This is an optimization exercise on Yosys and OpenROAD, whose aim is a short achievable clock period and few clock cycles, not a production implementation. Where RTL was checked, it was by simulation tests only, not by an equivalence proof against the original. For runs 2 to 5, only the layout was checked, not whether the RTL still works. Power figures rest on the tool's default switching activity, not on a simulated workload.

## design/flow/design.v

```verilog
`timescale 1ns / 1ps
module RV32ICore(
    input  wire        CPU_CLK,
    input  wire        CPU_RST,
    output wire [31:0] IMEM_ADDR,
    input  wire [31:0] IMEM_RDATA,
    output wire [31:0] DMEM_ADDR,
    output wire [3:0]  DMEM_WE,
    output wire [31:0] DMEM_WDATA,
    input  wire [31:0] DMEM_RDATA
    );
    localparam BTB_IB = 4;                
    localparam BTB_N  = 1 << BTB_IB;
    localparam BTB_TB = 8;                
    localparam BTB_XB = 12;               
    wire clk = CPU_CLK;
    wire rst = CPU_RST;
    reg  [29:0] pcF;
    reg         f2v, f2skid, f2pt, f2hit;
    reg  [1:0]  f2ctr;
    reg  [29:0] f2pc, f2ptgt;
    reg  [31:0] skid;
    reg         dv, dpt, dhit;
    reg  [1:0]  dctr;
    reg  [29:0] dpc, dptgt;
    reg  [31:0] ir;
    reg         ev, ept, ehit;
    reg  [1:0]  ectr;
    reg  [29:0] epc, elink, ebt, eptgt;
    reg  [31:0] ea, eb, ebx, es, epmi;
    reg         eaM, ebM, esM;
    reg         eAdd, eSub, eSll, eSr, eSra, eXor, eOr, eAnd, eSlt, eSltu, eLink;
    reg         eBr, eJal, eJalr, eLd, eSt, eWen;
    reg  [2:0]  ef3;
    reg  [4:0]  erd;
    reg  [31:0] mres, mwdata;
    reg  [3:0]  mwe;
    reg         mLd, mWen;
    reg  [2:0]  mf3;
    reg  [4:0]  mrd;
    reg  [31:0] wres;
    reg         wLd, wWen;
    reg  [2:0]  wf3;
    reg  [1:0]  wlo;
    reg  [4:0]  wrd;
    wire [31:0] wdata;
    wire        stall;
    wire [29:0] npc;
    reg  [31:0] rf [1:31];
    reg                btbV   [0:BTB_N-1];
    reg  [BTB_TB-1:0]  btbTag [0:BTB_N-1];
    reg  [BTB_XB-1:0]  btbT   [0:BTB_N-1];
    reg  [1:0]         btbC   [0:BTB_N-1];
    wire [31:0] A = eaM ? mres : ea;
    wire [31:0] B = ebM ? mres : eb;
    wire [31:0] S = esM ? mres : es;
    wire [31:0] mresx = eSub ? ~mres : mres;
    wire [31:0] sumRR = ea   + ebx   + {31'd0, eSub};
    wire [31:0] sumMR = mres + ebx   + {31'd0, eSub};
    wire [31:0] sumRM = ea   + mresx + {31'd0, eSub};
    wire [31:0] sum   = eaM ? sumMR : (ebM ? sumRM : sumRR);
    wire        eqRR  = (ea == eb),   eqMR  = (mres == eb),   eqRM  = (ea == mres);
    wire        ltuRR = (ea < eb),    ltuMR = (mres < eb),    ltuRM = (ea < mres);
    wire        ltRR  = (ea[31] ^ eb[31]) ? ea[31] : ltuRR;
    wire        ltMR  = (mres[31] ^ eb[31]) ? mres[31] : ltuMR;
    wire        ltRM  = (ea[31] ^ mres[31]) ? ea[31] : ltuRM;
    wire        brcRR = (ef3[2] ? (ef3[1] ? ltuRR : ltRR) : eqRR) ^ ef3[0];
    wire        brcMR = (ef3[2] ? (ef3[1] ? ltuMR : ltMR) : eqMR) ^ ef3[0];
    wire        brcRM = (ef3[2] ? (ef3[1] ? ltuRM : ltRM) : eqRM) ^ ef3[0];
    wire        brc   = eaM ? brcMR : (ebM ? brcRM : brcRR);
    wire        lt    = eaM ? ltMR  : (ebM ? ltRM  : ltRR);
    wire        ltu   = eaM ? ltuMR : (ebM ? ltuRM : ltuRR);
    wire [31:0] sll  = A << B[4:0];
    wire [31:0] sr   = $signed({eSra & A[31], A}) >>> B[4:0];
    wire [31:0] res  = ({32{eAdd}}  & sum)
                     | ({32{eSll}}  & sll)
                     | ({32{eSr}}   & sr)
                     | ({32{eXor}}  & (A ^ B))
                     | ({32{eOr}}   & (A | B))
                     | ({32{eAnd}}  & (A & B))
                     | ({32{eSlt}}  & {31'd0, lt})
                     | ({32{eSltu}} & {31'd0, ltu})
                     | ({32{eLink}} & {elink, 2'b00});
    wire        taken  = eJal | eJalr | (eBr & brc);
    wire [29:0] seqpc  = stall ? pcF : npc;
    wire        eptok  = (ebt == eptgt);
    wire        eBJ    = eBr | eJal;
    wire        misT   = ev & (eBJ ? (~ept | ~eptok) : (~eJalr & ept));
    wire        misN   = ev & (eBr ? ept : eJal ? (~ept | ~eptok) : (~eJalr & ept));
    wire [29:0] nxtT   = misT ? (eBJ  ? ebt : elink) : seqpc;
    wire [29:0] nxtN   = misN ? (eJal ? ebt : elink) : seqpc;
    wire        jneq   = eaM ? (mres != epmi) : (ea != epmi);
    wire        misJ   = ev & eJalr & (~ept | jneq);
    wire        mis    = misJ | (brc ? misT : misN);
    wire [29:0] nxt    = misJ ? sum[31:2] : (brc ? nxtT : nxtN);
    wire [29:0] rtgt   = eJalr ? sum[31:2] : ebt;
    reg  [3:0]  we_n;
    reg  [31:0] wd_n;
    always @(*) begin
        case (ef3[1:0])
            2'b00:   begin we_n = 4'b0001 << sum[1:0];            wd_n = {4{S[7:0]}};  end
            2'b01:   begin we_n = sum[1] ? 4'b1100 : 4'b0011;     wd_n = {2{S[15:0]}}; end
            default: begin we_n = 4'b1111;                        wd_n = S;            end
        endcase
    end
    wire [6:0] op  = ir[6:0];
    wire [2:0] f3  = ir[14:12];
    wire [4:0] rd  = ir[11:7];
    wire [4:0] rs1 = ir[19:15];
    wire [4:0] rs2 = ir[24:20];
    wire isLUI  = (op == 7'b0110111);
    wire isAUI  = (op == 7'b0010111);
    wire isJAL  = (op == 7'b1101111);
    wire isJALR = (op == 7'b1100111);
    wire isBR   = (op == 7'b1100011);
    wire isLD   = (op == 7'b0000011);
    wire isST   = (op == 7'b0100011);
    wire isOPI  = (op == 7'b0010011);
    wire isOP   = (op == 7'b0110011);
    wire use1 = isJALR | isBR | isLD | isST | isOPI | isOP;
    wire use2 = isBR | isST | isOP;
    wire wen  = (isLUI | isAUI | isJAL | isJALR | isLD | isOPI | isOP) & (rd != 5'd0);
    wire [31:0] immI = {{20{ir[31]}}, ir[31:20]};
    wire [31:0] immS = {{20{ir[31]}}, ir[31:25], ir[11:7]};
    wire [31:0] immB = {{19{ir[31]}}, ir[31], ir[7], ir[30:25], ir[11:8], 1'b0};
    wire [31:0] immU = {ir[31:12], 12'd0};
    wire [31:0] immJ = {{11{ir[31]}}, ir[31], ir[19:12], ir[20], ir[30:21], 1'b0};
    wire eHit1 = ev & eWen & (erd == rs1);
    wire eHit2 = ev & eWen & (erd == rs2);
    wire mHit1 = mWen & (mrd == rs1);
    wire mHit2 = mWen & (mrd == rs2);
    wire wHit1 = wWen & (wrd == rs1);
    wire wHit2 = wWen & (wrd == rs2);
    wire [31:0] rf1 = (rs1 == 5'd0) ? 32'd0 : rf[rs1];
    wire [31:0] rf2 = (rs2 == 5'd0) ? 32'd0 : rf[rs2];
    wire [31:0] rv1 = mHit1 ? mres : (wHit1 ? wdata : rf1);
    wire [31:0] rv2 = mHit2 ? mres : (wHit2 ? wdata : rf2);
    wire aPc   = isAUI | isJAL;
    wire aZero = isLUI;
    wire bImm  = ~(isOP | isBR);
    wire aFwd  = eHit1 & use1 & ~aPc & ~aZero;
    wire bFwd  = eHit2 & use2 & ~bImm;
    wire sFwd  = eHit2 & isST;
    assign stall = dv & ((ev & eLd & eWen & ((use1 & erd == rs1) | (use2 & erd == rs2))) |
                       (mLd & mWen & ((use1 & mrd == rs1) | (use2 & mrd == rs2))) |
                       (aFwd & bFwd));
    wire [31:0] immX = isST ? immS : ((isLUI | isAUI) ? immU : immI);
    wire [31:0] bval = bImm ? immX : rv2;
    wire [29:0] dbtJ = dpc + immJ[31:2];
    wire [29:0] dbtB = dpc + immB[31:2];
    wire [29:0] dbt  = isJAL ? dbtJ : dbtB;
    wire [31:0] dpmi = {dptgt, 2'b00} - immI;
    wire fIsSub  = isOP & (f3 == 3'b000) & ir[30];
    wire fAluOp  = isOP | isOPI;
    wire fLink   = isJAL | isJALR;
    wire fAdd    = (~fAluOp | (f3 == 3'b000)) & ~fLink;
    wire fSll    = fAluOp & (f3 == 3'b001);
    wire fSr     = fAluOp & (f3 == 3'b101);
    wire fSlt    = fAluOp & (f3 == 3'b010);
    wire fSltu   = fAluOp & (f3 == 3'b011);
    wire fXor    = fAluOp & (f3 == 3'b100);
    wire fOr     = fAluOp & (f3 == 3'b110);
    wire fAnd    = fAluOp & (f3 == 3'b111);
    wire [BTB_IB-1:0] fidx = pcF[BTB_IB-1:0];
    wire [BTB_TB-1:0] ftag = pcF[BTB_IB+BTB_TB-1:BTB_IB];
    wire        fhit  = btbV[fidx] & (btbTag[fidx] == ftag);
    wire [1:0]  fctr  = btbC[fidx];
    wire        fpt   = fhit & fctr[1];
    wire [29:0] fptgt = {pcF[29:BTB_XB], btbT[fidx]};
    assign npc = fpt ? fptgt : (pcF + 30'd1);
    assign IMEM_ADDR = {pcF, 2'b00};
    wire [31:0] f2instr = f2skid ? skid : IMEM_RDATA;
    always @(posedge clk) begin
        if (rst) begin
            pcF <= 30'd0;
            f2v <= 1'b0; f2skid <= 1'b0;
            dv <= 1'b0;
            ev <= 1'b0;
            mwe <= 4'd0; mWen <= 1'b0; mLd <= 1'b0;
            wWen <= 1'b0; wLd <= 1'b0;
        end else begin
            pcF    <= nxt;
            f2v    <= ~mis & (stall ? f2v : 1'b1);
            f2skid <= ~mis & stall;
            dv     <= ~mis & (stall ? dv : f2v);
            ev     <= dv & ~stall & ~mis;
            mwe    <= (ev & eSt) ? we_n : 4'd0;
            mWen   <= ev & eWen;
            mLd    <= ev & eLd;
            wWen   <= mWen;
            wLd    <= mLd;
        end
        if (stall) begin
            if (!f2skid) skid <= IMEM_RDATA;
        end else begin
            f2pc <= pcF; f2pt <= fpt; f2ptgt <= fptgt; f2hit <= fhit; f2ctr <= fctr;
            ir <= f2instr;
            dpc <= f2pc; dpt <= f2pt; dptgt <= f2ptgt; dhit <= f2hit; dctr <= f2ctr;
        end
        epc <= dpc; elink <= dpc + 30'd1; ebt <= dbt; epmi <= dpmi; eptgt <= dptgt;
        ept <= dpt; ehit <= dhit; ectr <= dctr;
        ea  <= aZero ? 32'd0 : (aPc ? {dpc, 2'b00} : rv1);
        eb  <= bval;
        ebx <= fIsSub ? ~bval : bval;
        es  <= rv2;
        eaM <= aFwd; ebM <= bFwd; esM <= sFwd;
        eSub <= fIsSub; eSll <= fSll; eSr <= fSr; eSra <= ir[30];
        eXor <= fXor; eOr <= fOr; eAnd <= fAnd; eSlt <= fSlt; eSltu <= fSltu;
        eAdd <= fAdd; eLink <= fLink;
        eBr <= isBR; eJal <= isJAL; eJalr <= isJALR; eLd <= isLD; eSt <= isST; eWen <= wen;
        ef3 <= f3; erd <= rd;
        mres <= res; mwdata <= wd_n; mf3 <= ef3; mrd <= erd;
        wres <= mres; wf3 <= mf3; wlo <= mres[1:0]; wrd <= mrd;
        if (wWen) rf[wrd] <= wdata;
    end
    reg               uV, uTaken, uJ, uHit;
    reg  [1:0]        uCtr;
    reg  [BTB_IB-1:0] uIdx;
    reg  [BTB_TB-1:0] uTag;
    reg  [BTB_XB-1:0] uTgt;
    integer k;
    always @(posedge clk) begin
        uV <= ~rst & ev & (eBr | eJal | eJalr);
        uTaken <= taken; uJ <= eJal | eJalr; uHit <= ehit; uCtr <= ectr;
        uIdx <= epc[BTB_IB-1:0]; uTag <= epc[BTB_IB+BTB_TB-1:BTB_IB]; uTgt <= rtgt[BTB_XB-1:0];
        for (k = 0; k < BTB_N; k = k + 1)
            btbV[k] <= ~rst & (btbV[k] | (uV & uTaken & (uIdx == k)));
        if (uV) begin
            if (uTaken) begin
                btbTag[uIdx] <= uTag;
                btbT[uIdx]   <= uTgt;
                btbC[uIdx]   <= uJ ? 2'b11 : (uHit ? ((uCtr == 2'b11) ? 2'b11 : uCtr + 2'b01) : 2'b10);
            end else if (uHit) begin
                btbC[uIdx]   <= (uCtr == 2'b00) ? 2'b00 : uCtr - 2'b01;
            end
        end
    end
    assign DMEM_ADDR  = mres;
    assign DMEM_WE    = mwe;
    assign DMEM_WDATA = mwdata;
    wire [7:0]  lb = wlo[1] ? (wlo[0] ? DMEM_RDATA[31:24] : DMEM_RDATA[23:16])
                            : (wlo[0] ? DMEM_RDATA[15:8]  : DMEM_RDATA[7:0]);
    wire [15:0] lh = wlo[1] ? DMEM_RDATA[31:16] : DMEM_RDATA[15:0];
    reg  [31:0] ldata;
    always @(*) begin
        case (wf3)
            3'b000:  ldata = {{24{lb[7]}}, lb};
            3'b100:  ldata = {24'd0, lb};
            3'b001:  ldata = {{16{lh[15]}}, lh};
            3'b101:  ldata = {16'd0, lh};
            default: ldata = DMEM_RDATA;
        endcase
    end
    assign wdata = wLd ? ldata : wres;
endmodule
```

## design/flow/flow/run.sh

```bash
#!/bin/bash
set -euo pipefail
bash standard.sh SETUP_SLACK_MARGIN=${MARGIN:-7} finish > standard_flow.log 2>&1
```

## design/flow/standard.sh

```bash
#!/bin/bash
# synth_recipe.tcl (not shown) runs the flow's synth.tcl, then flattens the netlist and writes it again
# the make line also repeats each setting of config.mk as NAME=value (left out here)
make -C /OpenROAD-flow-scripts/flow DESIGN_CONFIG=/design/flow/config.mk WORK_HOME=/design/flow/orfs CLKGATE_MAP_FILE= SYNTH_SCRIPT=/design/flow/synth_recipe.tcl "${@:-finish}"
```

## design/flow/config.mk

```make
export PLATFORM = sky130hd
export DESIGN_NAME = RV32ICore
export DESIGN_NICKNAME = RV32ICore
export VERILOG_FILES = /design/flow/design.v
export SDC_FILE = /design/flow/constraint.sdc
export NUM_CORES = 4
export LEC_CHECK = 0
export CAP_MARGIN = 20
export CORE_MARGIN = 2
export CORE_UTILIZATION = 30
export GPL_ROUTABILITY_DRIVEN = 1
export GPL_TIMING_DRIVEN = 1
export PLACE_DENSITY = 0.45
export SETUP_SLACK_MARGIN = 5
export SLEW_MARGIN = 20
export TNS_END_PERCENT = 100
```

## design/flow/constraint.sdc

```tcl
create_clock -name core_clock -period 10.0 [get_ports {CPU_CLK}]
set_input_delay 2.0000 -clock core_clock [delete_from_list [all_inputs] [get_ports {CPU_CLK}]]
set_output_delay 2.0000 -clock core_clock [all_outputs]
set_load 0.01 [all_outputs]
```

==> notes.md, run 1 <==
- For the worst flop-to-flop path, the logic depth is 16.
- Headroom to the max-slew limit came out at 19.87%.
- The share of the yosys chip area belonging to registers is 54.76%.
- The worst setup path is launched from a register.
- The total stage count of the critical path is 16.
- The number of buffers and inverters on the critical path is 4.
- The share of async-settable or async-resettable flops after synthesis is 0%.
- Max-cap violations in this run came to 0.
- In the final timing run, aggregate negative setup slack is 0 ns.
- For the pin with the worst max-slew slack, the measured transition is 1.202 ns.
- The via count of the first global-routing pass is 72140.
- The floorplan row count is 212.
- The largest registers in the layout are rf x992, btbT x192, btbTag x128.
- The synthesized area is 0.1007 mm².
- Global routing used 25.77% of the available tracks.
- The static power due to leakage is 46.61 nW.
- The critical register-to-register path endpoint is pcF[22].
- After clock tree synthesis, the clock-pin slew on the worst setup and hold paths is 0.08 ns.
- The clock passes through at most 4 buffers.
- Buffers inserted during clock tree synthesis total 223.
- The CTS sink count is 2004.
- The summed area of non-filler cells in the final layout is 0.1318 mm².
- The register with the most flip-flops in the layout has 992 of them.
- Summing all placed instances gives a cell area of 0.1088 mm².
- Counting flops and latches in the post-synthesis netlist gives 2004.
- The total overflow left after global routing is 0.
- Once detail routing completed, the nets flagged for antenna violations numbered 0.
- On the final layout, the worst clock skew is 0.09585 ns.
- The path with the worst hold slack has its endpoint at wf3[2].
- The worst path uses 40.19% of the clock period.
- The startpoint identified for the worst hold timing path is mf3[2].
- The total core area is 0.3337 mm².
- The first routing iteration left 9588 violations.
- The die covers 0.3402 mm².
- Overall power consumption after layout is estimated at 27.01 mW.
- Final hold analysis gives a worst-case slack of 0.2930 ns.
- The count of nets after finishing is 8867.
- The number of enable flip-flop cells after synthesis is 1500.
- The run finished with no timing, DRC or antenna violations.
- The longest individual stage delay on the worst path is 0.62 ns.
- The clock period minus worst slack is 4.019 ns.
- The effective utilization at floorplan is 30.17%.
- Leaving out fill and tap cells, the most frequent cell in the layout is edfxtp_1.
- The largest individual stage delay along the critical path comes from the cell o211ai_1.
- The clock tree root driver cell is clkbuf_16.
- Setup violations remaining at the end of the flow were counted as 0.
- The data required time at the worst endpoint is 10.71 ns.
- The half-perimeter wire length after placement is 280200 µm.
- During I/O placement, the number of pins put on the boundary was 166.
- Setup repair after global routing could not meet its margin everywhere.
- The insertion delay of the later-clocked pin in the worst-skew pair is 0.94 ns.
- The initial antenna violation count is 27.
- The library cells used most frequently in the layout, excluding fill and tap cells, are 1500 x edfxtp_1, 643 x mux4_2, 581 x buf_4.
- Counting flops per register, the top entry is rf.
- The number of cells in the design after placement is 11800.
- For this design the ratio of total power to cell area is 204.9 mW/mm².
- Data arrives at the worst endpoint at 4.73 ns.
- The detailed-routing iteration count for the pre-antenna-repair pass is 6.
- The count of buffers added on input and output ports is 163.
- The area growth from synthesis to layout is 30.96%.
- The kind of end point of the critical path is a register.
- The maximum fanout encountered on the critical timing path is 5.
- The wire length per cell is 35.11 µm.
- Counting the fill cells in the layout gives 31220.
- In the routed design, unresolved DRC markers number 0.
- The final estimated routing congestion in global placement is 0.9932.
- The yosys synthesis warning count is 2.
- The highest clock frequency the design can meet is 0.2488 GHz.
- Traced cell by cell, the critical path runs through buf_12, buf_6, buf_6, buf_6, xor2_1, ha_1, o21ai_2, o21bai_4, or3_4, o21ai_4, a21oi_4, a31oi_2, xor2_1, mux2i_2, o211ai_1, o211ai_1.
- On the critical path the largest part of the delay comes from compound AO/OA/AOI/OAI gates.
- The H-tree was split into 4 levels.
- The hold violation total from the final report was 0.
- In the routed layout, each cell is associated on average with a via count of 5.801.
- The overall routed net length is 458600 µm.
- TritonCTS built the clock tree.
- The overall die width is 583.3 µm.
- The worst register-to-register path has a setup slack of 5.98 ns.
- The average cell area after synthesis is 13.36 µm².
- The maximum VDD drop is 0.0001344 V.
- The number of standard cells in the final layout excluding fillers is 13060.
- The routed layout has 75750 vias.
- Measured along the y axis, the die boundary spans 583.3 µm.
- After synthesis, the netlist uses 89 different library cells.
- The wire length of the first global-routing pass is 609700 µm.
- The instance count of the mapped netlist is 7533.
- The path class of the tightest hold or removal check is reg -> reg.
- The layout cell share with drive strength beyond 1 is 36.80%.
- In the synthesized netlist the dominant register cell turns out to be edfxtp_1.
- The critical path is of the reg -> reg type.
- The worst hold path was traced through 0 stages.
- The max-slew violation count is 0.
- The number of hold buffers added after CTS was 0.
- The startpoint of the lowest-slack register-to-register path is eSub.
- Entering global routing, the biggest net connects 71 pins.
- The most frequent cell on the critical path is buf_6.
-- cell usage after synthesis (22+ instances only) --
master,n,area [µm²]
a211oi_1,174,1306
a221o_1,30,300.3
nor2b_1,44,275.3
and3_1,39,244.0
a31oi_1,33,206.5
or3_1,28,175.2
nand3_1,123,615.6
dfxtp_1,504,10090
mux2i_1,309,3093
buf_4,24,180.2
o31a_1,23,201.4
nor3_1,87,435.4
ha_1,315,3941
edfxtp_1,1500,45040
clkbuf_1,353,1325
buf_1,77,289.0
xnor2_1,230,2014
o21ai_0,279,1396
a21boi_0,38,285.3
nor4_1,27,168.9
nand4_1,53,331.6
o211ai_1,112,840.8
nand2_1,399,1498
nor2_1,586,2200
a22oi_1,29,217.7
a21o_1,95,713.2
buf_2,36,180.2
and2_1,22,137.6
a21oi_1,489,2447
inv_1,244,915.9
o21a_1,34,255.2
mux4_2,643,14480
nand2b_1,37,231.5
a211o_1,27,236.5
mux2_2,67,754.5
xor2_1,90,788.3
o221ai_1,43,376.6
-- where the power goes --
group,total (mW),internal [mW],switching [mW]
Combinational,8.21,3.46,4.75
Sequential,10.2,9.75,0.425
Clock,8.63,5.03,3.60
-- cell families (layout without fill, tap and decap cells) --
logic type,count (synthesis),in the layout,synth area share (%)
xor+xnor,320,320,2.784
fa+ha+maj,321,321,4.034
flops,2004,2004,54.76
compound gates,1603,1613,10.40
mux,1019,1019,18.21
buf+inv,747,1846,2.949
simple gates,1518,1537,6.857
other cells,1,12,0.003725
-- metrics by stage --
step	worst slack, ns	util, %
5_1_grt	5.956	39.50
3_3_place_gp	4.406	32.55
4_1_cts	5.979	38.05
2_1_floorplan	5.993	-
6_report	5.981	39.51
3_5_place_dp	4.431	32.60
-- area by class of cell --
cell class | count | area [µm²] | share of cell area (%)
sequential | 2004 | 55500 | 42.10
multi-input combinational | 4812 | 48630 | 36.89
timing repair buffer | 1165 | 13330 | 10.11
clock buffer | 276 | 6037 | 4.579
tap | 4387 | 5489 | 4.163
clock inverter | 131 | 1486 | 1.127
inverter | 253 | 1131 | 0.8579
timing repair inverter | 21 | 212.7 | 0.1613
antenna | 10 | 25.02 | 0.01898
-- how the worst max path moves through the flow --
stage | start | endpoint | slack, ns
final | eSub | pcF[22] | 5.98
after global routing | ir[4] | ebt[28] | 5.96
after CTS | eSub | pcF[26] | 5.98
after detailed placement | pcF[0] | pcF[16] | 4.43
after global placement | pcF[0] | pcF[16] | 4.41
after floorplan | DMEM_RDATA[31] | ebx[12] | 5.99
-- metal layers --
layer  track usage (%)  vias up  part of all wire [%]
met4             12.30       18                   5.9
met1             35.22    39630                    42
met5                 0        -                 0.030
li1                  -    31380                     -
met3             4.367      882                   8.2
met2             39.70     3842                    44
-- repair_timing --
action | 4_1_cts | 5_1_grt
setup buffers | 515 | 219
hold endpoints to repair | 0 | 0
cloned | 71 | 33
pin swaps | 280 | 307
resized for setup | 1663 | 597
setup endpoints to repair | 1856 | 1362
Testbench counts, summed over its fixed seeds: cycles 309,077.
==> run 2: changes to the inputs <==
--- a/design/flow/design.v
+++ b/design/flow/design.v
@@ -1 +1,29 @@
+`timescale 1ns / 1ps
+module KSAdd #(parameter W = 32) (
+    input  wire [W-1:0] a,
+    input  wire [W-1:0] b,
+    input  wire         cin,
+    output wire [W-1:0] s
+    );
+    localparam L = $clog2(W + 1);
+    wire [W:0] g [0:L];
+    wire [W:0] p [0:L];
+    assign g[0] = {a & b, cin};
+    assign p[0] = {a ^ b, 1'b0};
+    genvar i, j;
+    generate
+        for (j = 0; j < L; j = j + 1) begin : lvl
+            for (i = 0; i <= W; i = i + 1) begin : bitx
+                if (i >= (1 << j)) begin : op
+                    assign g[j+1][i] = g[j][i] | (p[j][i] & g[j][i - (1 << j)]);
+                    assign p[j+1][i] = p[j][i] & p[j][i - (1 << j)];
+                end else begin : pass
+                    assign g[j+1][i] = g[j][i];
+                    assign p[j+1][i] = p[j][i];
+                end
+            end
+        end
+    endgenerate
+    assign s = p[0][W:1] ^ g[L][W-1:0];
+endmodule
 `timescale 1ns / 1ps
@@ -26,2 +54,3 @@
     reg  [31:0] ir;
+    reg  [29:0] dimm;
     reg         ev, ept, ehit;
@@ -47,3 +76,2 @@
     wire        stall;
-    wire [29:0] npc;
     reg  [31:0] rf [1:31];
@@ -57,5 +85,6 @@
     wire [31:0] mresx = eSub ? ~mres : mres;
-    wire [31:0] sumRR = ea   + ebx   + {31'd0, eSub};
-    wire [31:0] sumMR = mres + ebx   + {31'd0, eSub};
-    wire [31:0] sumRM = ea   + mresx + {31'd0, eSub};
+    wire [31:0] sumRR, sumMR, sumRM;
+    KSAdd #(32) addRR (.a(ea),   .b(ebx),   .cin(eSub), .s(sumRR));
+    KSAdd #(32) addMR (.a(mres), .b(ebx),   .cin(eSub), .s(sumMR));
+    KSAdd #(32) addRM (.a(ea),   .b(mresx), .cin(eSub), .s(sumRM));
     wire [31:0] sum   = eaM ? sumMR : (ebM ? sumRM : sumRR);
@@ -84,3 +113,2 @@
     wire        taken  = eJal | eJalr | (eBr & brc);
-    wire [29:0] seqpc  = stall ? pcF : npc;
     wire        eptok  = (ebt == eptgt);
@@ -89,4 +117,2 @@
     wire        misN   = ev & (eBr ? ept : eJal ? (~ept | ~eptok) : (~eJalr & ept));
-    wire [29:0] nxtT   = misT ? (eBJ  ? ebt : elink) : seqpc;
-    wire [29:0] nxtN   = misN ? (eJal ? ebt : elink) : seqpc;
     wire        jneq   = eaM ? (mres != epmi) : (ea != epmi);
@@ -94,3 +120,14 @@
     wire        mis    = misJ | (brc ? misT : misN);
-    wire [29:0] nxt    = misJ ? sum[31:2] : (brc ? nxtT : nxtN);
+    wire        sEbt   = ~misJ & (brc ? (misT & eBJ)  : (misN & eJal));
+    wire        sLink  = ~misJ & (brc ? (misT & ~eBJ) : (misN & ~eJal));
+    wire        sSeq   = ~mis;
+    wire        sPred  = sSeq & ~stall & fpt;
+    wire        sInc   = sSeq & ~stall & ~fpt;
+    wire        sHold  = sSeq & stall;
+    wire [29:0] nxt    = ({30{misJ}}  & sum[31:2])
+                       | ({30{sEbt}}  & ebt)
+                       | ({30{sLink}} & elink)
+                       | ({30{sPred}} & fptgt)
+                       | ({30{sInc}}  & (pcF + 30'd1))
+                       | ({30{sHold}} & pcF);
     wire [29:0] rtgt   = eJalr ? sum[31:2] : ebt;
@@ -148,5 +185,4 @@
     wire [31:0] bval = bImm ? immX : rv2;
-    wire [29:0] dbtJ = dpc + immJ[31:2];
-    wire [29:0] dbtB = dpc + immB[31:2];
-    wire [29:0] dbt  = isJAL ? dbtJ : dbtB;
+    wire [29:0] dbt;
+    KSAdd #(30) addBT (.a(dpc), .b(dimm), .cin(1'b0), .s(dbt));
     wire [31:0] dpmi = {dptgt, 2'b00} - immI;
@@ -169,5 +205,7 @@
     wire [29:0] fptgt = {pcF[29:BTB_XB], btbT[fidx]};
-    assign npc = fpt ? fptgt : (pcF + 30'd1);
     assign IMEM_ADDR = {pcF, 2'b00};
     wire [31:0] f2instr = f2skid ? skid : IMEM_RDATA;
+    wire        f2jal   = (f2instr[6:0] == 7'b1101111);
+    wire [29:0] f2imm   = f2jal ? {{12{f2instr[31]}}, f2instr[19:12], f2instr[20], f2instr[30:22]}
+                                : {{20{f2instr[31]}}, f2instr[7], f2instr[30:25], f2instr[11:9]};
     always @(posedge clk) begin
@@ -196,3 +234,3 @@
             f2pc <= pcF; f2pt <= fpt; f2ptgt <= fptgt; f2hit <= fhit; f2ctr <= fctr;
-            ir <= f2instr;
+            ir <= f2instr; dimm <= f2imm;
             dpc <= f2pc; dpt <= f2pt; dptgt <= f2ptgt; dhit <= f2hit; dctr <= f2ctr;
==> run 2 against run 1 <==
Against the previous run: final cell count decreased by 2.0%; critical endpoint is now pcF[14]; still clean; register-to-register slack about the same; global-route usage barely moved; sequential power barely moved.
==> notes.md, run 2 <==
- The total core area is 0.3311 mm².
- The beginning of the worst hold path is ectr[1].
- The share of the yosys chip area belonging to registers is 55.52%.
- Leaving out fill and tap cells, the most frequent cell in the layout is edfxtp_1.
- The wire-length estimate of the detail-placed layout is 274200 µm.
- The worst-case register-to-register setup slack is 5.97 ns.
- The deepest level of the CTS H-tree is 4.
- After synthesis, the most frequently instantiated cells are 1512 x edfxtp_1, 641 x mux4_2, 504 x dfxtp_1.
- Synthesis handed over a netlist of 7313 instances.
- The worst path setup slack after routing is 5.971 ns.
- The worst register-to-register path begins at mres[31].
- The maximum fanout encountered on the critical timing path is 8.
- The initial antenna violation count was 28.
- The sequential cells in the finished layout cover a total of 0.05582 mm².
- For met3 alone, demand over resource in global routing was 3.751%.
- The first detailed-routing pass took 7 iterations.
- Power spread over the standard cell area amounts to 202.1 mW/mm².
- TritonCTS built the clock tree.
- The number of cells traversed by the worst register-to-register path is 17.
- The kind of end point of the critical path is a register.
- The wire length per cell is 35.40 µm.
- The number of routed nets with antenna violations is 0.
- The average cell area after synthesis is 13.67 µm².
- The path with the worst hold slack has its endpoint at uCtr[1].
- The most frequently used flop master after synthesis is edfxtp_1.
- In this run the deepest clock path goes through 4 buffers.
- The die covers 0.3378 mm².
- In this run the static leakage power is 46.43 nW.
- The share of async-settable or async-resettable flops after synthesis is 0%.
- The final layout contains 8624 nets.
- Adding up every negative setup slack in the final design gives 0 ns.
- The number of I/O port buffers is 163.
- The path class of the lowest-slack min-delay path is reg -> reg.
- The final clock period utilization by the worst path is 40.29%.
- The number of max-cap violations is 0.
- The cell depth of the worst min-delay path is 0.
- For this run the aggregate overflow at the end of global routing stands at 0.
- The power consumption is 26.44 mW.
- OpenSTA, run right after detailed placement, puts the worst setup slack at 4.691 ns.
- Relative to the synthesized area, the layout overhead comes to 30.90%.
- The transition time of the tightest slew-check pin is 1.175 ns.
- The CTS sink count is 2016.
- The total global-route track usage is 25.82%.
- Setup repair after global routing could not meet its margin everywhere.
- The first global-routing pass estimated 607300 µm of wire.
- Clock-pin slew was measured on the worst setup and hold paths at 0.06 ns.
- The largest registers in the layout are rf x992, btbT x192, btbTag x128.
- The highest clock frequency the design can meet is 0.2482 GHz.
- The worst pin sits at a relative slew slack of 20.95%.
- Yosys mapped a number of flops with a built-in enable equal to 1512.
- The maximum VDD drop is 0.0001422 V.
- The cell sitting at the root of the clock tree is a clkbuf_16.
- The die height is 581.2 µm.
- For this run, the number of Yosys warnings is 4.
- The hold violation total from the final report is 0.
- The floorplan row count is 211.
- The hold-fix buffer count after cts is 0.
- STA classifies the critical path startpoint as a register.
- The filler cells instantiated in the layout total 30860.
- The routed layout has 74020 vias.
- After global routing, the most crowded layer is met2.
- The top cell types in the final layout, fill and taps aside, are 1512 x edfxtp_1, 641 x mux4_2, 555 x buf_4.
- The TritonCTS buffer count is 227.
- The number of flip-flops under the largest register name is 992.
- The die is 581.2 µm wide.
- The top-level I/O count is 166.
- The max-slew violation count is 0.
- The dominant cell type by area after synthesis is edfxtp_1.
- The run finished with no timing, DRC or antenna violations.
- The overall routed net length is 453000 µm.
- The register bank with the most flops is rf.
- The layout cell share with drive strength beyond 1 is 37.35%.
- The data required time at the worst endpoint is 10.75 ns.
- Ranked by total cell area, the synthesized netlist is headed by edfxtp_1 45%, mux4_2 14%, dfxtp_1 10%.
- Entering global routing, the biggest net connects 66 pins.
- Summing all multi-input logic gate instances after layout gives 0.04714 mm².
- Global routing used 40.12% of the available met2 tracks.
- At the end of routability-driven placement, the weighted congestion stood at 0.9502.
- The average vias per placed instance is 5.784.
- The netlist uses 94 different library cells.
- The setup violation total in the final timing report is 0.
- Once the floorplan was initialized, standard cells occupied 30.19% of the core.
- For the final database, setup skew stands at 0.06691 ns.
- The count of routing violations after the opening detailed-route iteration is 8783.
- The synthesized netlist occupies a cell area of 0.09995 mm².
- The detailed-route DRC error count is 0.
- The via count of the first global-routing pass is 71720.
- STA puts the critical path data arrival time at 4.78 ns.
- edfxtp_1 is the most common cell in the netlist.
- After synthesis, the largest area contributor takes up 45.43% of total cell area.
- The critical register-to-register path endpoint is pcF[14].
- At the later pin of the worst-skew pair, clock insertion delay measures 0.93 ns.
- The critical path is of the reg -> reg type.
- The number of synthesized register bits is 2016.
- The clock period minus worst slack is 4.029 ns.
- Global routing consumed, on the met1 layer, 35.09% of the routing resources.
-- run 2: cells by family after synthesis --
| family | share of synthesized area, % |
|---|---|
| adder cells (fa/ha/maj) | 4.041 |
| AND/OR/NAND/NOR | 6.084 |
| flip-flops | 55.52 |
| buffers and inverters | 3.088 |
| multiplexers | 17.76 |
| XOR/XNOR | 2.953 |
| other | 0.003752 |
| AO/OA/AOI/OAI | 10.55 |
-- run 2: power by group --
part	internal, mW	total [mW]	leakage [nW]	switching, mW
clock network	5.09	8.70	3.77	3.61
logic	3.20	7.65	24.5	4.45
registers	9.72	10.1	18.2	0.368
-- run 2: routing by layer --
metal	vias up	share of wire [%]	routed length, µm
li1	30630	-	-
met1	38850	42	188800
met2	3616	45	202300
met3	911	7.4	33610
met4	10	6.2	28140
met5	-	0.014	63
-- run 2: timing repair --
item                       in CTS  in global routing
resized for setup            1785                466
pin swaps                     246                228
setup endpoints to repair    1851               1266
cloned                         91                 23
buffers inserted              538                176
-- run 2: area by class of cell --
class,count,area share (%)
clock buffers,283,4.731
well taps,4366,4.175
diodes,6,0.01148
inverters,276,0.9266
repair buffers,1140,10.22
multi-input cells,4550,36.03
flip-flops and latches,2016,42.66
repair inverters,26,0.1664
clock inverters,134,1.080
-- run 2: worst max-delay path by stage --
| stage | startpoint | endpoint | cells after the start | slack [ns] |
|---|---|---|---|---|
| after floorplan | DMEM_RDATA[31] | ebx[16] | 12 | 5.88 |
| after global placement | eSub | pcF[28] | 12 | 4.74 |
| after detailed placement | pcF[0] | pcF[27] | 12 | 4.69 |
| after CTS | mres[31] | pcF[14] | 17 | 6.00 |
| after global routing | mres[22] | pcF[15] | 17 | 5.88 |
| final | mres[31] | pcF[14] | 17 | 5.97 |
-- run 2: through the flow --
step                area [µm²]  utilization [%]  instances  hold slack (ns)
floorplan               100900                -       7314           0.3096
global placement        107700            32.53      11550           0.3136
detailed placement      107700            32.54      11550           0.3121
CTS                     127000            38.37      12590           0.3253
global route            130800            39.52      12790           0.3297
finish                  130800            39.52      12800           0.3262
-- run 2: critical path, cell delays in order (launching register included) --
cell and delay, ns:
dfxtp_2 0.34, buf_12 0.11, inv_4 0.04, ha_4 0.26, nand4_1 0.14, or4_4 0.59
nor4_4 0.28, o31a_1 0.28, o311ai_4 0.14, o311ai_4 0.17, a31oi_4 0.13, buf_12 0.18
buf_6 0.12, mux2_4 0.24, nand3_4 0.12, buf_12 0.21, a222oi_1 0.37, a21oi_1 0.12
==> run 3: changes to the inputs <==
--- a/design/flow/design.v
+++ b/design/flow/design.v
@@ -46,2 +46,4 @@
     reg  [29:0] pcF;
+    reg  [29:0] pcOut;
+    reg  [31:0] maddr;
     reg         f2v, f2skid, f2pt, f2hit;
@@ -75,3 +77,7 @@
     wire [31:0] wdata;
+    reg  [31:0] x2val;
+    reg         x2Wen;
+    reg  [4:0]  x2rd;
     wire        stall;
+    wire        dred;
     reg  [31:0] rf [1:31];
@@ -84,3 +90,2 @@
     wire [31:0] S = esM ? mres : es;
-    wire [31:0] mresx = eSub ? ~mres : mres;
     wire [31:0] sumRR, sumMR, sumRM;
@@ -88,3 +93,3 @@
     KSAdd #(32) addMR (.a(mres), .b(ebx),   .cin(eSub), .s(sumMR));
-    KSAdd #(32) addRM (.a(ea),   .b(mresx), .cin(eSub), .s(sumRM));
+    KSAdd #(32) addRM (.a(ea),   .b(mres),  .cin(1'b0), .s(sumRM));
     wire [31:0] sum   = eaM ? sumMR : (ebM ? sumRM : sumRR);
@@ -123,8 +128,11 @@
     wire        sSeq   = ~mis;
-    wire        sPred  = sSeq & ~stall & fpt;
-    wire        sInc   = sSeq & ~stall & ~fpt;
+    wire        sDred  = sSeq & dred;
+    wire        sPred  = sSeq & ~stall & ~dred & fpt;
+    wire        sInc   = sSeq & ~stall & ~dred & ~fpt;
     wire        sHold  = sSeq & stall;
-    wire [29:0] nxt    = ({30{misJ}}  & sum[31:2])
+    wire [31:0] jtgt   = eaM ? sumMR : sumRR;
+    wire [29:0] nxt    = ({30{misJ}}  & jtgt[31:2])
                        | ({30{sEbt}}  & ebt)
                        | ({30{sLink}} & elink)
+                       | ({30{sDred}} & dbt)
                        | ({30{sPred}} & fptgt)
@@ -132,3 +140,3 @@
                        | ({30{sHold}} & pcF);
-    wire [29:0] rtgt   = eJalr ? sum[31:2] : ebt;
+    wire [29:0] rtgt   = eJalr ? jtgt[31:2] : ebt;
     reg  [3:0]  we_n;
@@ -172,4 +180,9 @@
     wire [31:0] rf2 = (rs2 == 5'd0) ? 32'd0 : rf[rs2];
-    wire [31:0] rv1 = mHit1 ? mres : (wHit1 ? wdata : rf1);
-    wire [31:0] rv2 = mHit2 ? mres : (wHit2 ? wdata : rf2);
+    wire x2Hit1 = x2Wen & (x2rd == rs1);
+    wire x2Hit2 = x2Wen & (x2rd == rs2);
+    wire [31:0] rv1e = mHit1 ? mres : (x2Hit1 ? x2val : rf1);
+    wire [31:0] rv2e = mHit2 ? mres : (x2Hit2 ? x2val : rf2);
+    wire        wb1  = wHit1 & ~mHit1;
+    wire        wb2  = wHit2 & ~mHit2;
+    wire [31:0] rv2  = wb2 ? wdata : rv2e;
     wire aPc   = isAUI | isJAL;
@@ -182,5 +195,9 @@
                        (mLd & mWen & ((use1 & mrd == rs1) | (use2 & mrd == rs2))) |
-                       (aFwd & bFwd));
+                       (aFwd & bFwd) | (bFwd & fIsSub));
     wire [31:0] immX = isST ? immS : ((isLUI | isAUI) ? immU : immI);
-    wire [31:0] bval = bImm ? immX : rv2;
+    wire [31:0] aval = wb1 & ~aZero & ~aPc ? wdata :
+                       (aZero ? 32'd0 : (aPc ? {dpc, 2'b00} : rv1e));
+    wire [31:0] bvale = bImm ? immX : rv2e;
+    wire [31:0] bval  = wb2 & ~bImm ? wdata : bvale;
+    wire [31:0] bvalx = wb2 & ~bImm ? (fIsSub ? ~wdata : wdata) : (fIsSub ? ~bvale : bvale);
     wire [29:0] dbt;
@@ -188,2 +205,3 @@
     wire [31:0] dpmi = {dptgt, 2'b00} - immI;
+    assign dred = dv & ~stall & ~dpt & (isJAL | (isBR & ir[31] & ~dhit));
     wire fIsSub  = isOP & (f3 == 3'b000) & ir[30];
@@ -205,3 +223,3 @@
     wire [29:0] fptgt = {pcF[29:BTB_XB], btbT[fidx]};
-    assign IMEM_ADDR = {pcF, 2'b00};
+    assign IMEM_ADDR = {pcOut, 2'b00};
     wire [31:0] f2instr = f2skid ? skid : IMEM_RDATA;
@@ -217,8 +235,8 @@
             mwe <= 4'd0; mWen <= 1'b0; mLd <= 1'b0;
-            wWen <= 1'b0; wLd <= 1'b0;
+            wWen <= 1'b0; wLd <= 1'b0; x2Wen <= 1'b0;
         end else begin
             pcF    <= nxt;
-            f2v    <= ~mis & (stall ? f2v : 1'b1);
+            f2v    <= ~mis & ~dred & (stall ? f2v : 1'b1);
             f2skid <= ~mis & stall;
-            dv     <= ~mis & (stall ? dv : f2v);
+            dv     <= ~mis & (stall ? dv : (f2v & ~dred));
             ev     <= dv & ~stall & ~mis;
@@ -228,4 +246,6 @@
             wWen   <= mWen;
+            x2Wen  <= wWen;
             wLd    <= mLd;
         end
+        pcOut <= nxt & {30{~rst}};
         if (stall) begin
@@ -237,7 +257,7 @@
         end
-        epc <= dpc; elink <= dpc + 30'd1; ebt <= dbt; epmi <= dpmi; eptgt <= dptgt;
-        ept <= dpt; ehit <= dhit; ectr <= dctr;
-        ea  <= aZero ? 32'd0 : (aPc ? {dpc, 2'b00} : rv1);
+        epc <= dpc; elink <= dpc + 30'd1; ebt <= dbt; epmi <= dpmi; eptgt <= dred ? dbt : dptgt;
+        ept <= dpt | dred; ehit <= dhit; ectr <= dctr;
+        ea  <= aval;
         eb  <= bval;
-        ebx <= fIsSub ? ~bval : bval;
+        ebx <= bvalx;
         es  <= rv2;
@@ -249,5 +269,6 @@
         ef3 <= f3; erd <= rd;
-        mres <= res; mwdata <= wd_n; mf3 <= ef3; mrd <= erd;
+        mres <= res; maddr <= sum; mwdata <= wd_n; mf3 <= ef3; mrd <= erd;
         wres <= mres; wf3 <= mf3; wlo <= mres[1:0]; wrd <= mrd;
-        if (wWen) rf[wrd] <= wdata;
+        x2val <= wdata; x2rd <= wrd;
+        if (x2Wen) rf[x2rd] <= x2val;
     end
@@ -275,3 +296,3 @@
     end
-    assign DMEM_ADDR  = mres;
+    assign DMEM_ADDR  = maddr;
     assign DMEM_WE    = mwe;
==> run 3 against run 2 <==
Against the previous run: total power increased by 1.1%; largest power group unchanged; routed wire length is 1.6% higher; critical path type unchanged; global-route usage decreased by 0.43 points; final cell count is 3.9% higher.
==> notes.md, run 3 <==
- The hold violation total from the final report is 0.
- Summed over all layers, the routed wires come to 460100 µm.
- The TritonCTS buffer count is 236.
- The detailed-route DRC error count is 0.
- The overall overflow remaining after global route is 0.
- The yosys synthesis warning count is 4.
- The number of enable flip-flop cells after synthesis is 1512.
- During I/O placement, the number of pins put on the boundary was 166.
- The arithmetic-cell share of the synthesized area counting full adders, half adders and majority gates is 3.964%.
- In this run the power density over the cells is 197.7 mW/mm².
- The max-slew violation count is 0.
- The final estimated routing congestion in global placement is 0.9632.
- In the layout the commonest cells are 1512 x edfxtp_1, 648 x mux4_2, 575 x buf_4.
- The clock period could shrink to 4.136 ns.
- The floorplan row count is 214.
- Of all nets on the critical path, the largest fanout is 8.
- The TritonCTS clock tree is done.
- The run finished with no timing, DRC or antenna violations.
- The share of the synthesized area in the top cell type is 44.34%.
- Counting tap cells, the placed design contains a total of 12030 instances.
- The final core utilization is 39.77%.
- The average vias per placed instance is 5.656.
- Global routing used 25.39% of the available tracks across all layers.
- The maximum root-to-sink buffer count is 4.
- In this run the tool buffered the top-level ports with 163 buffer cells.
- Sorting the synthesized cells by how often they occur yields 1512 x edfxtp_1, 648 x mux4_2, 608 x nor2_1.
- The average cell area after synthesis is 13.49 µm².
- From bottom edge to top edge, the die measures 588.2 µm.
- Setup violations remaining at the end of the flow were counted as 0.
- Leaving out fill and tap cells, the most frequent cell in the layout is edfxtp_1.
- The path class of the lowest-slack min-delay path is reg -> reg.
- The number of standard cells in the final layout excluding fillers is 13290.
- Entering global routing, the biggest net connects 90 pins.
- Counting flops per register, the top entry is rf.
- The static power due to leakage is 47.77 nW.
- The most frequent cell on the critical path is buf_4.
- At the worst endpoint, the required time is 10.83 ns.
- The wire length per cell is 34.61 µm.
- The power consumption is 26.72 mW.
- After detailed placement, the total cell area comes to 0.1111 mm².
- The combinational family with the most area after synthesis is multiplexers.
- The longest individual stage delay on the worst path is 0.39 ns.
- The floorplan step defined a core boundary enclosing 0.3398 mm².
- The most frequently used flop master after synthesis is edfxtp_1.
- Headroom to the max-slew limit came out at 23.04%.
- The xor and xnor area share after synthesis is 2.686%.
- The half-perimeter wire length after placement is 292000 µm.
- The leading cell type by number of instances after synthesis is edfxtp_1.
- The share of async-settable or async-resettable flops after synthesis is 0%.
- The share of the yosys chip area belonging to registers is 56.15%.
- The detailed-routing iteration count for the pre-antenna-repair pass is 6.
- The arrival time at the worst endpoint is 4.96 ns.
- The initial antenna violation count was 39.
- Yosys attributes the largest share of cell area to edfxtp_1 44%, mux4_2 14%, dfxtp_1 12%.
- Setup repair after global routing could not meet its margin everywhere.
- The transition time of the tightest slew-check pin is 1.122 ns.
- The number of max-cap violations is 0.
- For this block, the initial DRC count from the detailed router was 8145.
- The area fraction in compound gates after synthesis is 10.35%.
- After synthesis, the share of cell area in mux cells is 17.58%.
- The worst setup slack before clock tree synthesis is 4.401 ns.
- The CTS sink count is 2116.
- The worst setup path is captured at a register.
- The clock tree root driver cell is clkbuf_16.
- The worst path uses 41.36% of the clock period.
- The via count of the first global-routing pass is 73040.
- In this run the remaining antenna-violating nets after routing total 0.
- The layout overhead on the synthesized area is 31.99%.
- The clock slew seen by the registers of the worst setup and hold paths is 0.08 ns.
- The critical path goes through buf_6, ha_4, nand4_1, buf_4, buf_4, nor3_1, o311a_1, nor4b_4, o221ai_4, buf_12, xor2_4, mux2i_2, buf_4, buf_6, o211ai_4, buf_12, buf_8, or3_4, a31oi_4.
- The layout cell share with drive strength beyond 1 is 38.57%.
- After technology mapping, the gate count stands at 7591.
- Of all cell types, the one taking the most synthesized area is edfxtp_1.
- The summed area of non-filler cells in the final layout is 0.1351 mm².
- On the critical path, the stage with the largest delay is an instance of dfxtp_4.
- For the final database, setup skew stands at 0.08944 ns.
- Hold is met by 0.2617 ns.
- The synthesized area is 0.1024 mm².
- Of the total synthesized cell area, the portion taken by AND, OR, NAND and NOR gates is 6.594%.
- The largest registers in the layout are rf x992, btbT x192, btbTag x128.
- The highest clock frequency the design can meet is 0.2418 GHz.
- After the last flow step, the layout net total stands at 8938.
- The floorplan step defined a die boundary enclosing 0.3460 mm².
- The die is 588.2 µm wide.
- The maximum VDD drop is 0.0001590 V.
- In this run, synthesis produced a sequential element count of 2116.
- Adding up every negative setup slack in the final design gives 0 ns.
- The start-to-end type of the worst setup path is reg -> reg.
- The H-tree was split into 4 levels.
- The first global-routing pass estimated 613200 µm of wire.
- In the post-route analysis, the smallest setup slack over all paths is 5.864 ns.
- For this block, the via count after detailed routing is 75190.
- Once the floorplan was initialized, standard cells occupied 30.13% of the core.
- The clock reaches the later pin of the worst-skew pair after 0.95 ns.
- The register with the most flip-flops in the layout has 992 of them.
- STA classifies the critical path startpoint as a register.
- Counting distinct cell types in the post-synthesis netlist gives 86.
run 3: cell types whose count changed after synthesis, moves of 20 or more:
| cell | previous run | this run |
|---|---|---|
| buf_4 | 27 | 3 |
| inv_1 | 267 | 240 |
| mux2_2 | 71 | 92 |
| a211oi_1 | 148 | 113 |
| o21a_1 | 52 | 25 |
| o211ai_1 | 115 | 61 |
| nor2_1 | 437 | 608 |
| o21ai_0 | 259 | 320 |
| xnor2_1 | 216 | 192 |
| o221ai_1 | 77 | 15 |
| dfxtp_1 | 504 | 604 |
| a21oi_1 | 433 | 547 |
| a221oi_1 | 22 | 54 |
| a21o_1 | 89 | 109 |
run 3: cell type report:
class                      instances  area [µm²]
antenna                           11       27.53
clock buffer                     312        6623
clock inverter                   123        1146
fill                           31690      204600
inverter                         244        1006
multi-input combinational       4780       48930
sequential                      2116       57860
tap                             4536        5675
timing repair buffer            1170       13860
timing repair inverter             2       15.01
run 3: cell families after synthesis:
kind of cell / Yosys count
multiplexers: 972
other: 1
adder cells (fa/ha/maj): 322
AND/OR/NAND/NOR: 1506
AO/OA/AOI/OAI: 1654
flip-flops: 2116
buffers and inverters: 706
XOR/XNOR: 314
run 3: path summary, 6_finish.rpt:
kind | slack, ns | cells past startpoint | from | to
min | 0.26 | 0 | epc[0] | uIdx[0]
max reg2reg | 5.86 | 19 | mres[25] | pcOut[18]
min reg2reg | 0.26 | 0 | epc[0] | uIdx[0]
max | 5.86 | 19 | mres[25] | pcOut[18]
run 3: what timing repair did:
action | CTS | global route
cloned | 64 | 41
gates resized for setup | 1684 | 576
hold buffers | 0 | 0
buffers inserted | 448 | 268
pin swaps | 286 | 293
setup endpoints to repair | 1070 | 592
run 3: worst max-delay path, delay by kind of cell, from the launching register on:
| kind | cells | cell delay [ns] |
|---|---|---|
| buffers and inverters | 8 | 1.21 |
| flip-flops | 1 | 0.39 |
| multiplexers | 1 | 0.21 |
| XOR/XNOR | 1 | 0.17 |
| adder cells (fa/ha/maj) | 1 | 0.26 |
| AND/OR/NAND/NOR | 4 | 1.01 |
| AO/OA/AOI/OAI | 4 | 0.79 |
run 3: power by group:
part / leakage, nW / switching, mW / internal, mW
clock network: 3.81 / 3.77 / 5.06
registers: 19.1 / 0.816 / 10.3
logic: 24.9 / 3.97 / 2.77
total: 47.8 / 8.56 / 18.2
run 3: routing by layer:
metal | vias to the layer above | wire length, µm | global-route usage, %
met3 | 836 | 31810 | 3.266
li1 | 31480 | - | -
met4 | 12 | 28670 | 12.87
met1 | 39490 | 188700 | 33.96
met2 | 3369 | 210800 | 40.49
met5 | - | 82 | 0
==> run 4: changes to the inputs <==
--- a/design/flow/design.v
+++ b/design/flow/design.v
@@ -28,2 +28,29 @@
 endmodule
+module FastCmp #(parameter W = 32) (
+    input  wire [W-1:0] a,
+    input  wire [W-1:0] b,
+    output wire         ltu,
+    output wire         eq
+    );
+    localparam L = $clog2(W);
+    wire [W-1:0] g [0:L];
+    wire [W-1:0] p [0:L];
+    assign g[0] = a & ~b;
+    assign p[0] = ~(a ^ b);
+    genvar i, j;
+    generate
+        for (j = 0; j < L; j = j + 1) begin : lvl
+            for (i = 0; i < (W >> (j + 1)); i = i + 1) begin : grp
+                assign g[j+1][i] = g[j][2*i+1] | (p[j][2*i+1] & g[j][2*i]);
+                assign p[j+1][i] = p[j][2*i+1] & p[j][2*i];
+            end
+            for (i = (W >> (j + 1)); i < W; i = i + 1) begin : pad
+                assign g[j+1][i] = 1'b0;
+                assign p[j+1][i] = 1'b0;
+            end
+        end
+    endgenerate
+    assign ltu = ~(g[L][0] | p[L][0]);
+    assign eq  = p[L][0];
+endmodule
 `timescale 1ns / 1ps
@@ -95,4 +122,6 @@
     wire [31:0] sum   = eaM ? sumMR : (ebM ? sumRM : sumRR);
-    wire        eqRR  = (ea == eb),   eqMR  = (mres == eb),   eqRM  = (ea == mres);
-    wire        ltuRR = (ea < eb),    ltuMR = (mres < eb),    ltuRM = (ea < mres);
+    wire        eqRR, eqMR, eqRM, ltuRR, ltuMR, ltuRM;
+    FastCmp #(32) cmpRR (.a(ea),   .b(eb),   .ltu(ltuRR), .eq(eqRR));
+    FastCmp #(32) cmpMR (.a(mres), .b(eb),   .ltu(ltuMR), .eq(eqMR));
+    FastCmp #(32) cmpRM (.a(ea),   .b(mres), .ltu(ltuRM), .eq(eqRM));
     wire        ltRR  = (ea[31] ^ eb[31]) ? ea[31] : ltuRR;
==> run 4 against run 3 <==
Against the previous run: register-to-register slack got worse by 0.02 ns; count of clock-buffer cells in the layout is 4 higher; clock power about the same; global-route usage fell by 0.070 points; setup slack worse by 0.017 ns; still clean on timing, DRC and antenna; final area decreased by 1.6%; first-iteration DRC count up 4.7%; largest power group unchanged; fmax shrank 0.41%; critical endpoint is now pcOut[12]; highest routed layer unchanged.
==> notes.md, run 4 <==
- Yosys mapped a number of flops with a built-in enable equal to 1512.
- The detailed-route DRC error count is 0.
- The wire length per cell is 34.47 µm.
- The total global-route track usage is 25.32%.
- Ranked by instance count, the synthesized netlist is headed by 1512 x edfxtp_1, 668 x mux4_2, 604 x dfxtp_1.
- In this run the cell area of the synthesized design comes to 0.1027 mm².
- The top cell types in the final layout, fill and taps aside, are 1512 x edfxtp_1, 668 x mux4_2, 531 x buf_4.
- The maximum root-to-sink buffer count is 4.
- The overall die width is 589.2 µm.
- The floorplan has 214 rows.
- The run finished with no timing, DRC or antenna violations.
- In the final layout, the registers with the most flip-flops are rf x992, btbT x192, btbTag x128.
- In this run, synthesis produced a sequential element count of 2116.
- The die covers 0.3472 mm².
- The average instance in the mapped netlist occupies 13.45 µm².
- The TritonCTS buffer count is 237.
- The most common library cell in the layout ignoring fill and taps is edfxtp_1.
- The worst register-to-register path begins at eb[23].
- The hold-fix buffer count after cts is 0.
- The critical register-to-register path endpoint is pcOut[12].
- The worst register-to-register path has a setup slack of 5.85 ns.
- Setup repair after global routing could not meet its margin everywhere.
- The worst setup path is of the reg -> reg kind.
- More flip-flops sit in one register than any other, and that register is rf.
- In this run, the number of DRC markers left after iteration 0 of detailed routing was 8524.
- The met2 usage in global routing is 39.80%.
- The clock period minus worst slack is 4.153 ns.
- Synthesis handed over a netlist of 7636 instances.
- The via count of the first global-routing pass is 72900.
- The clock arrives with 0.1263 ns of skew.
- Summed over all instances, the cell type with the most area after synthesis is edfxtp_1.
- The maximum VDD drop is 0.0001440 V.
- The nature of the critical path startpoint is a register.
- The number of different library cells in the post-synthesis netlist is 103.
- Of all nets on the critical path, the largest fanout is 8.
- STA classifies the critical path endpoint as a register.
- The via count is 74610.
- The worst pin sits at a relative slew slack of 19.24%.
- The arrival time at the worst endpoint is 4.93 ns.
- Dividing the detail-routed via count by the number of cells gives 5.654.
- The layer flagged by global routing as most heavily used is met2.
- By area the synthesized netlist is led by edfxtp_1 44%, mux4_2 15%, dfxtp_1 12%.
- The largest net degree at the start of global routing is 66.
- Of the available clock period, the critical path in the final layout requires 41.53%.
- The filler cell count is 31590.
- The transition time of the tightest slew-check pin is 1.203 ns.
- The max-slew violation count is 0.
- Total power for the finished layout comes to 26.58 mW.
- The setup violation total in the final timing report is 0.
- For this run, the number of Yosys warnings is 5.
- In this run the remaining antenna-violating nets after routing total 0.
- The static power due to leakage is 46.85 nW.
- At the later pin of the worst-skew pair, clock insertion delay measures 0.96 ns.
- The cell depth of the worst min-delay path is 0.
- The share of the yosys chip area belonging to registers is 55.96%.
- The worst hold path begins at epc[1].
- From synthesis to final layout, the design area changed by 29.44%.
- The number of flip-flops under the largest register name is 992.
- Clock-pin slew was measured on the worst setup and hold paths at 0.06 ns.
- The effective utilization at floorplan is 30.19%.
- For this run, the leading register cell type out of synthesis is edfxtp_1.
- The met1 global-route usage is 34.16%.
- In this run the biggest area consumer among cell types represents 44.19% of the synthesized area.
- The wire length of the first global-routing pass is 613400 µm.
- The number of max-cap violations is 0.
- The floorplan step set the die height to 589.2 µm.
- The path with the worst hold slack has its endpoint at uIdx[1].
- The clock tree root driver cell is clkbuf_16.
- The top-level I/O count is 166.
- Derived from the worst setup path, the maximum achievable clock frequency is 0.2408 GHz.
- The path class of the lowest-slack min-delay path is reg -> reg.
- The number of cells traversed by the worst register-to-register path is 19.
- The final estimated routing congestion in global placement is 0.9772.
- The hold violation total from the final report is 0.
- The TritonCTS clock tree is done.
- The total core area is 0.3403 mm².
- The layout cell share with drive strength beyond 1 is 36.36%.
- The detailed-routing iteration count for the pre-antenna-repair pass is 6.
- The final layout contains routed wiring with a total length of 454800 µm.
- For this run the aggregate overflow at the end of global routing stands at 0.
- The count of nets after finishing is 8838.
- edfxtp_1 is the most common cell in the netlist.
- At the worst endpoint, the required time is 10.78 ns.
- The initial antenna violation count is 28.
- The setup TNS is 0 ns.
- The power per unit of standard cell area is 199.9 mW/mm².
- The H-tree was split into 4 levels.
- Counting every sink on the clock net gives 2116.
- Once detailed placement completed, the half-perimeter wirelength came to 283900 µm.
- Global routing consumed, on the met3 layer, 4.184% of the routing resources.
- The share of async-settable or async-resettable flops after synthesis is 0%.
- In this run the tool buffered the top-level ports with 163 buffer cells.
==> run 4: changes by cell type after synthesis, sizes merged, moves of 20 or more <==
| cell | previous run | this run |
|---|---|---|
| nand2 | 422 | 526 |
| mux2 | 92 | 69 |
| buf | 126 | 149 |
| mux4 | 648 | 668 |
| xor2 | 122 | 87 |
| xnor2 | 192 | 227 |
| a21boi | 40 | 12 |
| o21a | 25 | 60 |
| nor2 | 610 | 568 |
| a21o | 109 | 88 |
| a211oi | 113 | 82 |
==> run 4: where the power goes <==
| group | total, mW | switching (mW) | leakage (nW) | internal, mW |
|---|---|---|---|---|
| clock network | 8.86 | 3.75 | 3.78 | 5.11 |
| registers | 11.1 | 0.809 | 19.1 | 10.3 |
| logic | 6.58 | 3.96 | 24.0 | 2.62 |
==> run 4: cells by family after synthesis <==
logic type / synth area share, %
buffers and inverters: 2.749
DFF: 55.96
muxes: 17.63
xor gates and xnor gates: 2.677
other: 0.003650
AOI/OAI and AO/OA: 10.18
and+or+nand+nor: 6.850
adders and majority gates: 3.951
==> run 4: final cells by class <==
cell class,count,area (µm²),share of cell area (%)
repair inverters,1,7.507,0.005645
clock inverters,118,1167,0.8778
multi-input cells,4810,48470,36.45
inverters,244,974.7,0.7329
repair buffers,1040,12210,9.180
diodes,15,37.54,0.02822
flip-flops and latches,2116,57890,43.53
clock buffers,316,6560,4.933
well taps,4536,5675,4.268
==> run 4: through the flow <==
stage	cell area, µm²	util (%)	hold slack [ns]	setup slack (ns)	instances
3_3_place_gp	111000	32.61	0.3112	4.223	12030
5_1_grt	133000	39.07	0.3325	5.773	13190
3_5_place_dp	111000	32.62	0.3121	4.269	12040
2_1_floorplan	103900	-	0.3096	6.013	7637
4_1_cts	129200	37.98	0.3280	5.970	13000
6_report	133000	39.08	0.3263	5.847	13200
==> run 4: timing repair <==
action / 4_1_cts / 5_1_grt
buffers inserted: 445 / 176
pin swaps: 238 / 253
endpoints found under the setup margin: 738 / 388
endpoints found under the hold margin: 0 / 0
resized for setup: 1568 / 440
cloned: 79 / 10
==> run 4: worst max-delay path by stage <==
stage | slack, ns | start | end | cells after the start
2_1_floorplan | 6.01 | DMEM_RDATA[31] | ebx[11] | 12
3_3_place_gp | 4.22 | eaM | pcF[1] | 12
3_5_place_dp | 4.27 | eaM | pcF[1] | 12
4_1_cts | 5.97 | eb[23] | pcOut[6] | 17
5_1_grt | 5.77 | eb[23] | pcOut[22] | 20
6_report | 5.85 | eb[23] | pcOut[12] | 19
==> run 4: metal layers <==
layer / vias up / part of all wire (%)
met5: - / 0.013
met4: 10 / 5.5
met3: 782 / 7.2
met2: 3318 / 45
met1: 39210 / 42
li1: 31290 / -
==> run 4: critical path, stage by stage, from the launching register on <==
cell and delay, ns:
dfxtp_2 0.34, inv_4 0.05, buf_12 0.12, ha_1 0.31, a21oi_1 0.16, o21ai_0 0.17
a21oi_1 0.19, o211ai_1 0.23, nor3_2 0.43, o31ai_4 0.10, buf_12 0.17, buf_4 0.13
nand4_1 0.13, o211ai_4 0.17, buf_6 0.17, or3_4 0.47, buf_16 0.21, nor3b_2 0.16
a21oi_1 0.07, a31oi_1 0.19
==> run 5: changes to the inputs <==
--- a/design/flow/design.v
+++ b/design/flow/design.v
@@ -154,17 +154,11 @@
     wire        mis    = misJ | (brc ? misT : misN);
-    wire        sEbt   = ~misJ & (brc ? (misT & eBJ)  : (misN & eJal));
-    wire        sLink  = ~misJ & (brc ? (misT & ~eBJ) : (misN & ~eJal));
-    wire        sSeq   = ~mis;
-    wire        sDred  = sSeq & dred;
-    wire        sPred  = sSeq & ~stall & ~dred & fpt;
-    wire        sInc   = sSeq & ~stall & ~dred & ~fpt;
-    wire        sHold  = sSeq & stall;
+    wire [29:0] seq    = ({30{dred}}                     & dbt)
+                       | ({30{~dred & ~stall & fpt}}     & fptgt)
+                       | ({30{~dred & ~stall & ~fpt}}    & (pcF + 30'd1))
+                       | ({30{stall}}                    & pcF);
+    wire [29:0] nxtT   = misT ? (eBJ  ? ebt : elink) : seq;
+    wire [29:0] nxtN   = misN ? (eJal ? ebt : elink) : seq;
     wire [31:0] jtgt   = eaM ? sumMR : sumRR;
-    wire [29:0] nxt    = ({30{misJ}}  & jtgt[31:2])
-                       | ({30{sEbt}}  & ebt)
-                       | ({30{sLink}} & elink)
-                       | ({30{sDred}} & dbt)
-                       | ({30{sPred}} & fptgt)
-                       | ({30{sInc}}  & (pcF + 30'd1))
-                       | ({30{sHold}} & pcF);
+    wire [29:0] nxtB   = brc ? nxtT : nxtN;
+    wire [29:0] nxt    = misJ ? jtgt[31:2] : nxtB;
     wire [29:0] rtgt   = eJalr ? jtgt[31:2] : ebt;
==> run 5 against run 4 <==
Against the previous run: still clean on timing, DRC and antenna; global-route usage up 0.18 points; first-iteration DRC count up 7.3%; final cell count up 3.4%; critical path depth down 4; die area up 1.6%; hold slack better by 0.0028 ns; sequential cell count unchanged; critical path type unchanged; critical endpoint is now f2v.
==> notes.md, run 5 <==
- In the layout the commonest cells are 1512 x edfxtp_1, 642 x mux4_2, 606 x buf_4.
- Timing analysis after detailed placement gives a worst setup slack of 4.253 ns.
- The initial antenna violation count came to 28.
- The via count of the first global-routing pass is 75380.
- For the final database, setup skew stands at 0.1030 ns.
- Tracing the worst setup path back leads to its startpoint at mres[1].
- Measured along the x axis, the die boundary spans 593.8 µm.
- In this run the number of H-tree levels came out at 4.
- The setup TNS is 0 ns.
- The largest registers in the layout are rf x992, btbT x192, btbTag x128.
- Summed over all nets, the half-perimeter wirelength after detailed placement is 289900 µm.
- The maximum fanout encountered on the critical timing path is 5.
- The maximum root-to-sink buffer count is 4.
- The wire length of the first global-routing pass is 629100 µm.
- Summed over all instances, the cell type with the most area after synthesis is edfxtp_1.
- In the post-synthesis netlist, the biggest area contributors are edfxtp_1 44%, mux4_2 14%, dfxtp_1 12%.
- The via count is 77670.
- The worst setup path is captured at a register.
- 166 I/O pins were placed.
- Counting instances in the post-synthesis netlist gives the leading cell types as 1512 x edfxtp_1, 642 x mux4_2, 620 x nor2_1.
- The overall routed net length is 465700 µm.
- The nature of the critical path startpoint is a register.
- The die height is 593.8 µm.
- Counting flops with a built-in enable in the synthesized netlist gives 1512.
- The netlist uses 101 different library cells.
- The hold-fix buffer count after cts is 0.
- The path class of the lowest-slack min-delay path is reg -> reg.
- The count of nets left with antenna violations once routing finished came out at 0.
- The most common library cell in the layout ignoring fill and taps is edfxtp_1.
- The number of synthesized register bits is 2116.
- TritonCTS built the clock tree.
- The average vias per placed instance is 5.690.
- The hold violation total from the final report came to 0.
- The clock slew seen by the registers of the worst setup and hold paths is 0.07 ns.
- Data arrives at the worst endpoint at 4.63 ns.
- For this run, the number of standard cells in the final layout without fillers is 13650.
- The instance count of the mapped netlist is 7925.
- The clock period minus worst slack is 3.857 ns.
- The final core utilization is 39.69%.
- Setup repair after global routing could not meet its margin everywhere.
- The flow ran to the end and the layout has no timing, DRC or antenna violations.
- The count of buffers added on input and output ports is 163.
- The floorplan step defined a die boundary enclosing 0.3526 mm².
- The number of max-cap violations is 0.
- The final clock period utilization by the worst path is 38.57%.
- The max-slew violation count is 0.
- The setup violation total in the final timing report is 0.
- The final estimated routing congestion in global placement is 0.9451.
- The synthesized area is 0.1044 mm².
run 5: cell count changes in the layout (fill, tap and decap cells not counted), sizes merged, moves of 25 or more:
cell,previous run,this run
mux4,668,643
o211ai,74,114
inv,242,286
buf,957,1092
xnor2,227,191
xor2,87,121
a31oi,71,37
nor2,568,621
mux2i,225,288
a21boi,12,44
a211oi,82,126
run 5: final cells by class:
| class | instances | area (µm²) | share of cell area, % |
|---|---|---|---|
| multi-input combinational | 5029 | 50550 | 36.79 |
| inverter | 281 | 1104 | 0.8032 |
| antenna | 15 | 37.54 | 0.02732 |
| tap | 4578 | 5728 | 4.169 |
| timing repair buffer | 1191 | 14050 | 10.23 |
| clock buffer | 303 | 6491 | 4.724 |
| timing repair inverter | 1 | 8.758 | 0.006375 |
| sequential | 2116 | 57860 | 42.11 |
| clock inverter | 137 | 1572 | 1.144 |
run 5: stage by stage:
stage               hold WS [ns]  cell area (µm²)
floorplan                 0.3096           105300
global placement          0.3106           112600
detailed placement        0.3121           112700
CTS                       0.3289           133200
global route              0.3335           137400
finish                    0.3291           137400
run 5: what timing repair did:
action,CTS,global route
pin swaps,347,338
buffers inserted,505,207
gates resized for setup,1875,485
gates cloned,83,15
setup endpoints to repair,879,798
run 5: routing by layer:
metal  vias to the layer above  share of wire, %  track usage (%)
met5                         -             0.015                0
met4                        12               6.2            13.34
met3                       841               7.5            3.820
met2                      3707                45            39.45
met1                     40450                41            34.60
li1                      32670                 -                -
run 5: kinds of logic after synthesis:
family          count (synthesis)  share of synthesized area, %
flops                        2116                         55.09
simple gates                 1634                         6.937
xor+xnor                      312                         2.618
buf+inv                       782                         2.979
mux                          1016                         17.56
other cells                     1                      0.003593
compound gates               1742                         10.92
fa+ha+maj                     322                         3.889
run 5: worst max-delay path: stages, from the launching register on:
cell and delay, ns:
dfxtp_4 0.43, inv_4 0.05, ha_4 0.22, a211oi_2 0.22, o211ai_1 0.17, a22oi_2 0.36
a31oi_4 0.19, a211oi_4 0.32, a21oi_4 0.10, buf_12 0.15, o31ai_4 0.32, nor2b_4 0.24
buf_8 0.14, mux2i_4 0.33, nand2b_4 0.31, nor2_1 0.06
run 5: path summary, 6_finish.rpt:
check                           cells after the start  endpoint  slack [ns]
worst max-delay path                               15       f2v        6.14
worst min-delay path                                0    wf3[2]        0.33
worst max register to register                     15       f2v        6.14
worst min register to register                      0    wf3[2]        0.33
run 5: power breakdown:
| group | internal (mW) | total (mW) | switching [mW] | leakage [nW] |
|---|---|---|---|---|
| Combinational | 3.20 | 7.57 | 4.36 | 26.2 |
| Clock | 5.34 | 9.17 | 3.83 | 3.93 |
| Sequential | 10.5 | 11.4 | 0.887 | 19.1 |
| Total | 19.0 | 28.1 | 9.08 | 49.2 |

Re-timed with assumed drivers on the ports (clkbuf_16 on the clock, buf_2 on other inputs), run 5 has 6.143 ns of setup slack against 6.143 ns with ideal ports, and 5.492 ns once port delays also move by the mid clock arrival of 1.030 ns.
